Background: an optimization exercise with open tools, aiming at small area, a short achievable clock period and few clock cycles per item. Do not read the settings as production practice. The RTL was checked by simulation tests, not by an equivalence proof against the original design. Power is estimated from default activity; no workload was simulated.

==> flow/design.v <==
`timescale 1ns / 1ps
module ksadd #(parameter W = 32, parameter L = 5) (   
	input [W-1:0] a,
	input [W-1:0] b,
	input ci,
	output [W-1:0] s,
	output co
	);
wire [W-1:0] p0 = a ^ b;
wire [W-1:0] g [0:L];
wire [W-1:0] p [0:L];
assign g[0] = (a & b) | {{(W-1){1'b0}}, p0[0] & ci};
assign p[0] = p0;
genvar l, i;
generate
	for (l = 0; l < L; l = l + 1) begin : lvl
		for (i = 0; i < W; i = i + 1) begin : bit_
			if (i >= (1 << l)) begin : m
				assign g[l+1][i] = g[l][i] | (p[l][i] & g[l][i-(1<<l)]);
				assign p[l+1][i] = p[l][i] & p[l][i-(1<<l)];
			end else begin : c
				assign g[l+1][i] = g[l][i];
				assign p[l+1][i] = p[l][i];
			end
		end
	end
endgenerate
wire [W:0] c = {g[L], ci};
assign s = p0 ^ c[W-1:0];
assign co = c[W];
endmodule
`timescale 1ns / 1ps
module register_bank(
	input clock,
	input we,
	input [4:0] wa,
	input [31:0] wd,
	input [4:0] ra,
	input [4:0] rb,
	output reg [31:0] qa,
	output reg [31:0] qb
	);
reg [31:0] r [1:31];
genvar g;
generate
	for (g = 1; g < 32; g = g + 1) begin : wr
		always @(posedge clock)
			if (we && wa == g)
				r[g] <= wd;
	end
endgenerate
integer i;
always @* begin
	qa = 32'b0;
	qb = 32'b0;
	for (i = 1; i < 32; i = i + 1) begin
		qa = qa | ({32{ra == i}} & r[i]);
		qb = qb | ({32{rb == i}} & r[i]);
	end
end
endmodule
`timescale 1ns / 1ps
module alu(
	input [31:0] a,
	input [31:0] bx,
	input sub,
	input sel_add,
	input sel_logic,
	input sel_shift,
	input sel_slt,
	input [1:0] lop,
	input sltu,
	input sleft,
	input sarith,
	input sfull,
	output [31:0] y
	);
wire [31:0] sum;
wire cout;
ksadd #(32) add (.a(a), .b(bx), .ci(sub), .s(sum), .co(cout));
wire [32:0] s33 = {cout, sum};
wire b31 = bx[31] ^ sub;
wire lt = sltu ? ~s33[32] : ((a[31] ^ b31) ? a[31] : s33[31]);
reg [31:0] lg;
always @* begin
	case (lop)
		2'b00: lg = a & bx;
		2'b01: lg = a | bx;
		2'b10: lg = a ^ bx;
		default: lg = ~(a | bx);
	endcase
end
wire fill = sarith & a[31];
wire big = sfull & (|bx[31:5]);
reg [31:0] xin, xout;
integer k;
always @* begin
	for (k = 0; k < 32; k = k + 1)
		xin[k] = sleft ? a[31-k] : a[k];
end
wire [63:0] xs = {{32{fill}}, xin} >> bx[4:0];
always @* begin
	for (k = 0; k < 32; k = k + 1)
		xout[k] = sleft ? xs[31-k] : xs[k];
end
wire [31:0] shr = big ? {32{fill}} : xout;
assign y = ({32{sel_add}} & sum)
         | ({32{sel_logic}} & lg)
         | ({32{sel_shift}} & shr)
         | {31'b0, sel_slt & lt};
endmodule
`timescale 1ns / 1ps
module MIPS_DLX(
	input clock,
	input reset,
	output [9:0] imem_addr,
	input [31:0] imem_data,
	output [9:0] dmem_addr,
	output [31:0] dmem_wdata,
	output dmem_we,
	input [31:0] dmem_rdata
	);
reg [9:0]  pc;
reg        d_v;             
reg [31:0] d_ir;
reg        d_bpa, d_bpb;    
reg        d_wen;           
reg [4:0]  d_wa;
reg        d_pt;            
reg [9:0]  d_alt;           
reg        e_wen;
reg [4:0]  e_wa;
reg        e_load, e_store, e_br, e_bne, e_pt;
reg [9:0]  e_alt;
reg [9:0]  e_addr;          
reg [31:0] e_a;             
reg [31:0] e_b;             
reg        e_sub, e_sadd, e_slog, e_ssh, e_sslt, e_sltu, e_sleft, e_sarith, e_sfull;
reg [1:0]  e_lop;
wire [31:0] alu_y;
alu ALU (
	.a(e_a), .bx(e_b),
	.sub(e_sub), .sel_add(e_sadd), .sel_logic(e_slog), .sel_shift(e_ssh), .sel_slt(e_sslt),
	.lop(e_lop), .sltu(e_sltu), .sleft(e_sleft), .sarith(e_sarith), .sfull(e_sfull),
	.y(alu_y)
	);
assign dmem_addr  = e_addr;
assign dmem_wdata = e_b;
assign dmem_we    = e_store;
wire [31:0] e_res = alu_y | (dmem_rdata & {32{e_load}});
wire e_taken = e_bne ^ (e_a == e_b);
wire mispredict = e_br & (e_taken ^ e_pt);
wire [5:0] op = d_ir[31:26];
wire [5:0] fn = d_ir[5:0];
wire d_rtype = ~op[5] & ~op[3] & ~op[2] & ~op[1];
wire d_br    = ~op[5] & ~op[3] &  op[2];
wire d_immal = ~op[5] &  op[3];
wire d_load  =  op[5] & ~op[3];
wire d_store =  op[5] &  op[3];
wire [31:0] rf_a, rf_b;
register_bank RF (
	.clock(clock),
	.we(e_wen), .wa(e_wa), .wd(e_res),
	.ra(d_ir[25:21]), .rb(d_ir[20:16]),
	.qa(rf_a), .qb(rf_b)
	);
wire byp_a = d_bpa & e_wen;
wire byp_b = d_bpb & e_wen;
wire stall = d_v & op[5] & byp_a;
wire go = d_v & ~stall & ~mispredict;
wire [31:0] d_a = byp_a ? e_res : rf_a;
wire [31:0] d_rtv = byp_b ? e_res : rf_b;
wire d_useimm = d_immal | d_load;
wire d_sext = ~(d_immal & op[2]);
wire d_sub = d_rtype ? (fn[5] & fn[1] & (fn[3] | ~fn[2])) : (d_immal & ~op[2] & op[1]);
wire [31:0] d_imm = {{16{d_sext & d_ir[15]}}, d_ir[15:0]};
wire [31:0] d_b = (d_useimm ? d_imm : d_rtv) ^ {32{d_sub}};
wire [9:0] d_addr;
ksadd #(10, 4) add_ad (.a(rf_a[9:0]), .b(d_ir[9:0]), .ci(1'b0), .s(d_addr), .co());
always @(posedge clock) begin
	if (reset) begin
		e_wen   <= 1'b0;
		e_load  <= 1'b0;
		e_store <= 1'b0;
		e_br    <= 1'b0;
	end else begin
		e_wen   <= go & d_wen;
		e_load  <= go & d_load;
		e_store <= go & d_store;
		e_br    <= go & d_br;
	end
end
always @(posedge clock) begin
	e_wa     <= d_wa;
	e_bne    <= op[0];
	e_pt     <= d_pt;
	e_alt    <= d_alt;
	e_addr   <= d_addr;
	e_a      <= d_a;
	e_b      <= d_b;
	e_sub    <= d_sub;
	e_sadd   <= d_rtype ? (fn[5] & ~fn[3] & ~fn[2]) : (d_immal & ~op[2] & ~op[1]);
	e_slog   <= d_rtype ? (fn[5] & ~fn[3] & fn[2]) : (d_immal & op[2]);
	e_ssh    <= d_rtype & ~fn[5];
	e_sslt   <= d_rtype ? (fn[5] & fn[3]) : (d_immal & ~op[2] & op[1]);
	e_lop    <= d_rtype ? fn[1:0] : op[1:0];
	e_sltu   <= d_rtype & fn[0];
	e_sleft  <= ~fn[1];
	e_sarith <= fn[0];
	e_sfull  <= ~fn[2];
end
assign imem_addr = pc;
wire [31:0] ins = imem_data;
wire [5:0] f_op = ins[31:26];
wire [4:0] f_rs = ins[25:21];
wire [4:0] f_rt = ins[20:16];
wire [4:0] f_rd = ins[15:11];
wire f_rtype = ~f_op[5] & ~f_op[3] & ~f_op[2] & ~f_op[1];
wire f_j     = ~f_op[5] & ~f_op[3] & ~f_op[2] &  f_op[1];
wire f_br    = ~f_op[5] & ~f_op[3] &  f_op[2];
wire f_writes = f_rtype | (~f_op[5] & f_op[3]) | (f_op[5] & ~f_op[3]);
wire [4:0] f_wa = f_rtype ? f_rd : f_rt;
wire f_wen = f_writes & (f_wa != 5'd0);
wire [9:0] pc_inc = pc + 10'd1;
wire [9:0] pc_br;
ksadd #(10, 4) add_br (.a(pc), .b(ins[9:0]), .ci(1'b0), .s(pc_br), .co());
wire f_pt = ins[9] | (f_op[0] ^ (f_rs == f_rt));
reg [9:0] pc_next;
always @* begin
	if (mispredict)            pc_next = e_alt;
	else if (stall)            pc_next = pc;
	else if (f_j)              pc_next = ins[9:0];
	else if (f_br & f_pt)      pc_next = pc_br;
	else                       pc_next = pc_inc;
end
always @(posedge clock) begin
	if (reset) begin
		pc  <= 10'd0;
		d_v <= 1'b0;
	end else begin
		pc <= pc_next;
		if (mispredict)
			d_v <= 1'b0;
		else if (!stall)
			d_v <= 1'b1;
	end
end
always @(posedge clock) begin
	if (!stall) begin
		d_ir  <= ins;
		d_bpa <= d_v & d_wen & (d_wa == f_rs);
		d_bpb <= d_v & d_wen & (d_wa == f_rt);
		d_wen <= f_wen;
		d_wa  <= f_wa;
		d_pt  <= f_pt;
		d_alt <= f_pt ? pc_inc : pc_br;
	end
end
endmodule
Settings: LEC_CHECK=0, CAP_MARGIN=20, CORE_MARGIN=2, CORE_UTILIZATION=40, CTS_CLUSTER_DIAMETER=100, CTS_CLUSTER_SIZE=20, SETUP_SLACK_MARGIN=5, SLEW_MARGIN=20; clock period 9.0 ns.
run.sh (not shown) runs the stock make flow with config.mk's settings and CLKGATE_MAP_FILE= SYNTH_SCRIPT=/design/flow/synth_recipe.tcl, a recipe that flattens the netlist after the stock synthesis.
Testbench counts at the start, summed over its fixed seeds: cycles 134,075, instrs 122,234.
Next try:
--- a/flow/design.v
+++ b/flow/design.v
@@ -32,13 +32,13 @@
 `timescale 1ns / 1ps
 module register_bank(
 	input clock,
 	input we,
 	input [4:0] wa,
 	input [31:0] wd,
-	input [4:0] ra,
+	input [31:1] sa,      
 	input [4:0] rb,
 	output reg [31:0] qa,
 	output reg [31:0] qb
 	);
 reg [31:0] r [1:31];
 genvar g;
@@ -51,13 +51,13 @@
 endgenerate
 integer i;
 always @* begin
 	qa = 32'b0;
 	qb = 32'b0;
 	for (i = 1; i < 32; i = i + 1) begin
-		qa = qa | ({32{ra == i}} & r[i]);
+		qa = qa | ({32{sa[i]}} & r[i]);
 		qb = qb | ({32{rb == i}} & r[i]);
 	end
 end
 endmodule
 `timescale 1ns / 1ps
 module alu(
@@ -89,27 +89,31 @@
 		2'b10: lg = a ^ bx;
 		default: lg = ~(a | bx);
 	endcase
 end
 wire fill = sarith & a[31];
 wire big = sfull & (|bx[31:5]);
-reg [31:0] xin, xout;
+reg [31:0] xin, xrev;
 integer k;
 always @* begin
 	for (k = 0; k < 32; k = k + 1)
 		xin[k] = sleft ? a[31-k] : a[k];
 end
 wire [63:0] xs = {{32{fill}}, xin} >> bx[4:0];
 always @* begin
 	for (k = 0; k < 32; k = k + 1)
-		xout[k] = sleft ? xs[31-k] : xs[k];
-end
-wire [31:0] shr = big ? {32{fill}} : xout;
+		xrev[k] = xs[31-k];
+end
+wire shr = sel_shift & ~sleft & ~big;
+wire shl = sel_shift & sleft & ~big;
+wire shf = sel_shift & big & fill;
 assign y = ({32{sel_add}} & sum)
          | ({32{sel_logic}} & lg)
-         | ({32{sel_shift}} & shr)
+         | ({32{shr}} & xs[31:0])
+         | ({32{shl}} & xrev)
+         | {32{shf}}
          | {31'b0, sel_slt & lt};
 endmodule
 `timescale 1ns / 1ps
 module MIPS_DLX(
 	input clock,
 	input reset,
@@ -120,12 +124,13 @@
 	output dmem_we,
 	input [31:0] dmem_rdata
 	);
 reg [9:0]  pc;
 reg        d_v;             
 reg [31:0] d_ir;
+reg [31:1] d_sa;            
 reg        d_bpa, d_bpb;    
 reg        d_wen;           
 reg [4:0]  d_wa;
 reg        d_pt;            
 reg [9:0]  d_alt;           
 reg        e_wen;
@@ -158,26 +163,28 @@
 wire d_load  =  op[5] & ~op[3];
 wire d_store =  op[5] &  op[3];
 wire [31:0] rf_a, rf_b;
 register_bank RF (
 	.clock(clock),
 	.we(e_wen), .wa(e_wa), .wd(e_res),
-	.ra(d_ir[25:21]), .rb(d_ir[20:16]),
+	.sa(d_sa), .rb(d_ir[20:16]),
 	.qa(rf_a), .qb(rf_b)
 	);
 wire byp_a = d_bpa & e_wen;
 wire byp_b = d_bpb & e_wen;
 wire stall = d_v & op[5] & byp_a;
 wire go = d_v & ~stall & ~mispredict;
-wire [31:0] d_a = byp_a ? e_res : rf_a;
-wire [31:0] d_rtv = byp_b ? e_res : rf_b;
+wire [31:0] d_a = ({32{byp_a}} & e_res) | ({32{~byp_a}} & rf_a);
 wire d_useimm = d_immal | d_load;
 wire d_sext = ~(d_immal & op[2]);
 wire d_sub = d_rtype ? (fn[5] & fn[1] & (fn[3] | ~fn[2])) : (d_immal & ~op[2] & op[1]);
 wire [31:0] d_imm = {{16{d_sext & d_ir[15]}}, d_ir[15:0]};
-wire [31:0] d_b = (d_useimm ? d_imm : d_rtv) ^ {32{d_sub}};
+wire bpb_n = byp_b & ~d_useimm & ~d_sub;
+wire bpb_i = byp_b & ~d_useimm & d_sub;
+wire [31:0] d_b0 = ((d_useimm ? d_imm : rf_b) ^ {32{d_sub}}) & {32{~(byp_b & ~d_useimm)}};
+wire [31:0] d_b = ({32{bpb_n}} & e_res) | ({32{bpb_i}} & ~e_res) | d_b0;
 wire [9:0] d_addr;
 ksadd #(10, 4) add_ad (.a(rf_a[9:0]), .b(d_ir[9:0]), .ci(1'b0), .s(d_addr), .co());
 always @(posedge clock) begin
 	if (reset) begin
 		e_wen   <= 1'b0;
 		e_load  <= 1'b0;
@@ -222,12 +229,18 @@
 wire [4:0] f_wa = f_rtype ? f_rd : f_rt;
 wire f_wen = f_writes & (f_wa != 5'd0);
 wire [9:0] pc_inc = pc + 10'd1;
 wire [9:0] pc_br;
 ksadd #(10, 4) add_br (.a(pc), .b(ins[9:0]), .ci(1'b0), .s(pc_br), .co());
 wire f_pt = ins[9] | (f_op[0] ^ (f_rs == f_rt));
+reg [31:1] f_sa;
+integer k;
+always @* begin
+	for (k = 1; k < 32; k = k + 1)
+		f_sa[k] = (f_rs == k);
+end
 reg [9:0] pc_next;
 always @* begin
 	if (mispredict)            pc_next = e_alt;
 	else if (stall)            pc_next = pc;
 	else if (f_j)              pc_next = ins[9:0];
 	else if (f_br & f_pt)      pc_next = pc_br;
@@ -245,12 +258,13 @@
 			d_v <= 1'b1;
 	end
 end
 always @(posedge clock) begin
 	if (!stall) begin
 		d_ir  <= ins;
+		d_sa  <= f_sa;
 		d_bpa <= d_v & d_wen & (d_wa == f_rs);
 		d_bpb <= d_v & d_wen & (d_wa == f_rt);
 		d_wen <= f_wen;
 		d_wa  <= f_wa;
 		d_pt  <= f_pt;
 		d_alt <= f_pt ? pc_inc : pc_br;
Result: Final area hardly moves. Via count is lower by 0.75%. Routed wire length is lower by 0.69%. Clock skew falls by 15 ps. Sequential share of layout area is higher by 1.4 points. Maximum frequency climbs by 2.2%. Combinational power increases by about 4%. Non-clock buffer count is lower by 43. First-iteration DRC count goes up by 0.43%.
Testbench counts after the change, summed over its fixed seeds: cycles 134,075, instrs 122,234.

-- what the ideal ports hide --
No port has a modelled driver above. Below, the same layouts with a new extraction and two added sets of constraints.
Step 1 assumes that a clkbuf_16 drives the clock port and a buf_2 every other input.
Step 2 also shifts input and output timing later by t, the mid clock arrival at the registers, as if the neighbouring blocks saw the same clock.
a / b / c = ideal ports / drivers / drivers and shift; a / b = the first two.
run | t, ns | slack for setup (ns) | hold slack, ns | latest minus earliest clock arrival (ns)
the first run | 0.772 | 4.831 / 4.831 / 4.429 | 0.345 / 0.345 / 0.345 | 0.056 / 0.057
the second run | 0.777 | 4.922 / 4.922 / 4.383 | 0.345 / 0.345 / 0.345 | 0.041 / 0.042
After both steps setup and hold are still met in every run listed. The setup slack of the second run, which loses most, moves by 0.000 ns with the drivers and by -0.539 ns with both steps.
